This design comes from an exercise in tuning for small area and a short achievable clock period on the open sky130 flow, not from production work. Only simulation tests tie the RTL to the original design; equivalence was not proved. No driver is modelled on the clock port, so clocking that relies on it looks cheaper here than on a real chip. No activity file was given, so power comes from the tool's default toggle rates.

Design PISO_SRAM, start of the top module:
module PISO_SRAM#(
    parameter width = 32,
    parameter depth = 64,
    parameter ptr_w = 6
)
(
    clk, rstn,
    rd_en, wrt_en,
    data_in,
    data_out,
    full, empty,
    out_valid,
    read_ready
);
Size in the first run: ~4200 cells after synthesis, roughly 2300 flip-flops, ~81000 µm² of cells after synthesis.
Settings: LEC_CHECK=0, CAP_MARGIN=20, CORE_MARGIN=2, CORE_UTILIZATION=50, CTS_CLUSTER_DIAMETER=100, CTS_CLUSTER_SIZE=25, PLACE_DENSITY=0.6, SETUP_SLACK_MARGIN=2.4, SLEW_MARGIN=20; clock period 5.0 ns.
run.sh (not shown) runs the stock make flow with config.mk's settings and CLKGATE_MAP_FILE= SYNTH_SCRIPT=/design/flow/synth_recipe.tcl, a recipe that flattens the netlist after the stock synthesis.
The starting point passed the timing, DRC and antenna checks.
Change:
==> flow/flow/run.sh (new file) <==
#!/bin/bash
# The standard layout (standard.sh, unchanged synthesis), with the port buffers
# that buffer_ports inserts made plain buf_4 cells instead of the delay cells it
# picks by default. Each tool's full output stays in orfs/logs; make's own
# output goes to standard.log here.
set -euo pipefail
export BUFFER_PORTS_ARGS="-buffer_cell sky130_fd_sc_hd__buf_4"
bash standard.sh > standard.log 2>&1
==> flow/standard.sh (new file) <==
#!/bin/bash
# synth_recipe.tcl (not shown) runs the flow's synth.tcl, then flattens the netlist and writes it again
# the make line also repeats each setting of config.mk as NAME=value (left out here)
make -C /OpenROAD-flow-scripts/flow DESIGN_CONFIG=/design/flow/config.mk WORK_HOME=/design/flow/orfs CLKGATE_MAP_FILE= SYNTH_SCRIPT=/design/flow/synth_recipe.tcl "${@:-finish}"
Settings changed: SETUP_SLACK_MARGIN 2.4 to 2.45.
removed: flow/run.sh
Fmax grows by 5.0%.
Setup slack gets better by 120 ps.
Core utilization fell by 0.11 points.
Wire length shrinks by 2.0%.
Clock-buffer cell count drops by 5.
Non-clock buffer count shrinks by 11.
Combinational power barely changes.
Power shrinks by 0.30%.
Via count came out lower by 0.67%.

* * *

v6:
The RTL this note starts from:
==> flow/design.v <==
`timescale 1ns/1ps
module FIFO#(
    parameter width = 32,
    parameter depth = 64,
    parameter ptr_w = 6
)
(
    clk, rstn,
    rd_en, wrt_en,
    data_in,
    read_ready,
    data_out,
    full, empty,
    out_valid,
    empty_o
);
input clk, rstn;
input rd_en, wrt_en;
input [width-1 : 0] data_in;
input read_ready;
output [width-1 : 0] data_out;
output full, empty;
output out_valid;
output empty_o;    
reg full, not_empty;
assign empty = !not_empty;
reg [width-1 : 0] sram_mem [0 : depth-1];
reg [ptr_w-1 : 0] waddr, raddr;
reg [width-1 : 0] din_q, din_qq;    
reg was_empty, was_empty2;          
wire rd_do, wr_do;
wire [ptr_w-1 : 0] waddr_inc, raddr_inc;
assign waddr_inc = waddr + 1'b1;
assign raddr_inc = raddr + 1'b1;
assign rd_do = rd_en & not_empty & read_ready;
assign wr_do = wrt_en & (!full | rd_do);
assign out_valid = rd_do;
always @(posedge clk) begin
    din_q <= data_in;
    din_qq <= din_q;
    was_empty <= !not_empty;
    was_empty2 <= was_empty;
end
reg [3:0] wsel_hi, wcom_grp;
reg [15:0] wsel_lo, wcom_lo;
always @(posedge clk or negedge rstn) begin
    if(!rstn) begin
        wsel_hi <= 4'd1;
        wsel_lo <= 16'd1;
        wcom_grp <= 4'd0;
    end
    else begin
        if(wr_do) begin
            wsel_lo <= {wsel_lo[14:0], wsel_lo[15]};
            if(wsel_lo[15])
                wsel_hi <= {wsel_hi[2:0], wsel_hi[3]};
        end
        wcom_grp <= wsel_hi & {4{wr_do}};
    end
end
always @(posedge clk)
    wcom_lo <= wsel_lo;
integer w;
always @(posedge clk) begin
    for (w = 0; w < depth; w = w + 1)
        if (wcom_grp[w/16] & wcom_lo[w%16])
            sram_mem[w] <= din_q;
end
reg [3:0] rsel_hi;
reg [15:0] rsel_lo;
always @(posedge clk or negedge rstn) begin
    if(!rstn) begin
        rsel_hi <= 4'd1;
        rsel_lo <= 16'd1;
    end
    else if(rd_do) begin
        rsel_lo <= {rsel_lo[14:0], rsel_lo[15]};
        if(rsel_lo[15])
            rsel_hi <= {rsel_hi[2:0], rsel_hi[3]};
    end
end
reg [width-1 : 0] grp [0 : 3];
reg [width-1 : 0] grp_d [0 : 3];
integer i, j;
always @(*) begin
    for (i = 0; i < 4; i = i + 1) begin
        grp_d[i] = {width{1'b0}};
        for (j = 0; j < 16; j = j + 1)
            grp_d[i] = grp_d[i] | (sram_mem[16*i+j] & {width{rsel_lo[j]}});
    end
end
always @(posedge clk) begin
    for (i = 0; i < 4; i = i + 1)
        grp[i] <= grp_d[i];
end
reg [width-1 : 0] rdata;
always @(*) begin
    rdata = {width{1'b0}};
    for (i = 0; i < 4; i = i + 1)
        rdata = rdata | (grp[i] & {width{rsel_hi[i]}});
end
assign data_out = was_empty ? din_q : was_empty2 ? din_qq : rdata;
always @(posedge clk or negedge rstn) begin
    if(!rstn)
        raddr <= 'b0;
    else if(rd_do)
        raddr <= raddr_inc;
end
always @(posedge clk or negedge rstn) begin
    if(!rstn)
        waddr <= 'b0;
    else if(wr_do)
        waddr <= waddr_inc;
end
always @(posedge clk or negedge rstn) begin
    if(!rstn)
        full <= 'b0;
    else if((wr_do & !rd_do) && (waddr_inc == raddr))
        full <= 'b1;
    else if(rd_do & !wr_do)
        full <= 'b0;
end
reg not_empty_o;
assign empty_o = !not_empty_o;
always @(posedge clk or negedge rstn) begin
    if(!rstn)
        not_empty_o <= 'b0;
    else
        not_empty_o <= (not_empty_o | (wr_do & !rd_do)) & !((rd_do & !wr_do) && (raddr_inc == waddr));
end
always @(posedge clk or negedge rstn) begin
    if(!rstn)
        not_empty <= 'b0;
    else if((rd_do & !wr_do) && (raddr_inc == waddr))
        not_empty <= 'b0;
    else if(wr_do & !rd_do)
        not_empty <= 'b1;
end
endmodule
`timescale 1ns/1ps
module serial_out#(
    parameter width = 32,
    parameter count_w = 5
)
(
    clk, rstn,
    rd_en,
    data_in,
    data_out,
    read_ready,
    data_valid,
    read_ready_o,
    data_valid_o
);
input clk ,rstn;
input [width-1 : 0] data_in;
input rd_en;
output data_out;
output read_ready;
output data_valid;
output read_ready_o;
output data_valid_o;
reg [width-1 : 1] data_hi;
reg data_lo;
reg [count_w-1 : 0] count;
reg data_valid;
assign read_ready = !data_valid;
reg valid_o, busy_o;
assign data_valid_o = valid_o;
assign read_ready_o = !busy_o;
wire last = (count == 'd31);
wire load = rd_en & read_ready;
wire keep = data_valid & !last;
always @(posedge clk) begin
    data_hi <= load ? data_in[width-1:1] : {data_hi[width-1], data_hi[width-1:2]};
end
always@(posedge clk or negedge rstn) begin
    if(!rstn) begin
        count <= 'b0;
        data_lo <= 'b0;
        data_valid <= 'b0;
        valid_o <= 'b0;
        busy_o <= 'b0;
    end
    else begin
        data_lo <= load ? data_in[0] : (keep & data_hi[1]);
        valid_o <= load | (valid_o & !last);
        busy_o <= (load | busy_o) & !last;
        if(last) begin
            data_valid <= 'b0;
            count <= 'b0;
        end
        else if(load) begin
            data_valid <= 'b1;
            count <= 'b0;
        end
        else if(data_valid)
            count <= count + 'b1;
    end
end
assign data_out = data_lo;
endmodule
`timescale 1ns/1ps
module PISO_SRAM#(
    parameter width = 32,
    parameter depth = 64,
    parameter ptr_w = 6
)
(
    clk, rstn,
    rd_en, wrt_en,
    data_in,
    data_out,
    full, empty,
    out_valid,
    read_ready
);
input clk, rstn;
input rd_en, wrt_en;
input [width-1 : 0] data_in;
output data_out;
output full, empty;
output out_valid;
output read_ready;
wire [width-1 : 0] trans_data;
wire trans_valid;
wire ready_int, empty_int, valid_int;
FIFO fifo0(
    .clk(clk),
    .rstn(rstn),
    .rd_en(rd_en),
    .wrt_en(wrt_en),
    .data_in(data_in),
    .read_ready(ready_int),
    .data_out(trans_data),
    .full(full),
    .empty(empty_int),
    .out_valid(trans_valid),
    .empty_o(empty));
serial_out so1(
    .clk(clk), .rstn(rstn),
    .rd_en(trans_valid),
    .data_in(trans_data),
    .data_out(data_out),
    .read_ready(ready_int),
    .data_valid(valid_int),
    .read_ready_o(read_ready),
    .data_valid_o(out_valid)
);
endmodule
export LEC_CHECK = 0
export CAP_MARGIN = 20
export CORE_MARGIN = 2
export CORE_UTILIZATION = 50
export CTS_CLUSTER_DIAMETER = 100
export CTS_CLUSTER_SIZE = 25
export PLACE_DENSITY = 0.6
export SETUP_SLACK_MARGIN = 2.85
export SLEW_MARGIN = 20
create_clock -name core_clock -period 5.0 [get_ports {clk}]
standard.sh (not shown) runs the stock make flow with config.mk's settings and CLKGATE_MAP_FILE= SYNTH_SCRIPT=/design/flow/synth_recipe.tcl, a recipe that flattens the netlist after the stock synthesis.
==> flow/flow/run.sh <==
#!/bin/bash
# The standard layout (standard.sh, unchanged synthesis), with two changes:
# the port buffers that buffer_ports inserts are plain buf_4 cells instead of
# the delay cells it picks by default, and after CTS the setup repair is run
# again (flow/post_cts.tcl, through ORFS's POST_CTS_TCL hook). Each tool's
# full output stays in orfs/logs; make's own output goes to standard.log here.
set -euo pipefail
here=$(pwd)
export BUFFER_PORTS_ARGS="-buffer_cell sky130_fd_sc_hd__buf_4"
export POST_CTS_TCL="$here/flow/post_cts.tcl"
bash standard.sh > standard.log 2>&1
==> flow/flow/post_cts.tcl <==
# Sourced by ORFS's cts.tcl (POST_CTS_TCL) after its own setup repair: the
# repair often stops early, so run it again from where it stopped, then
# legalize the placement as cts.tcl does.
log_cmd estimate_parasitics -placement
for {set pass 0} {$pass < 2} {incr pass} {
  repair_timing_helper
  log_cmd estimate_parasitics -placement
}
set result [catch { detailed_placement } msg]
if { $result != 0 } {
  error "Detailed placement failed after the extra repair: $msg"
}
check_placement -verbose
report_worst_slack
report_design_area
The inputs of v7 differ from those of v6 as listed below.
Settings: SETUP_SLACK_MARGIN changed from 2.85 to 2.65.
==> comparison <==
Summary of v7 over v6: clock network fraction of total power neither gained nor lost much; total power level; arrival time at the worst endpoint held steady; total global routing track utilization down 0.50 points.

[what the ideal ports hide]
In the flow no input, the clock included, has a driving cell. The finished layouts below were timed again as built, in two steps. Step 1, drivers: a clkbuf_16 drives clk and a buf_2 each remaining input, both assumed. Step 2 moves the port delays by t, midway between the first and last clock arrival at a register: inputs arrive t later, outputs are due t later. That takes back most of the time a late clock gives input paths. a / b / c = ideal ports / drivers / drivers and shift; a / b = the first two.
| run | shift t [ns] | setup slack, ns | worst hold slack (ns) | worst setup path after step 2 | slew at the worst register clock pin (ns) |
|---|---|---|---|---|---|
| the first run of note 1 | 0.830 | 2.376 / 2.310 / 1.907 | 0.340 / 0.279 / 0.436 | input to register | 0.11 / 0.11 |
| the second run of note 1 | 0.825 | 2.500 / 2.485 / 2.183 | 0.345 / 0.286 / 0.415 | input to register | 0.11 / 0.11 |
| v6 | 0.843 | 2.637 / 2.547 / 2.393 | 0.327 / 0.260 / 0.403 | input to register | 0.11 / 0.11 |
| v7 | 0.843 | 2.646 / 2.554 / 2.356 | 0.327 / 0.259 / 0.401 | input to register | 0.11 / 0.11 |
After both steps every run listed still meets setup and hold. The setup slack of the first run of note 1, which loses most, moves by -0.066 ns with the drivers and by -0.469 ns with both steps.
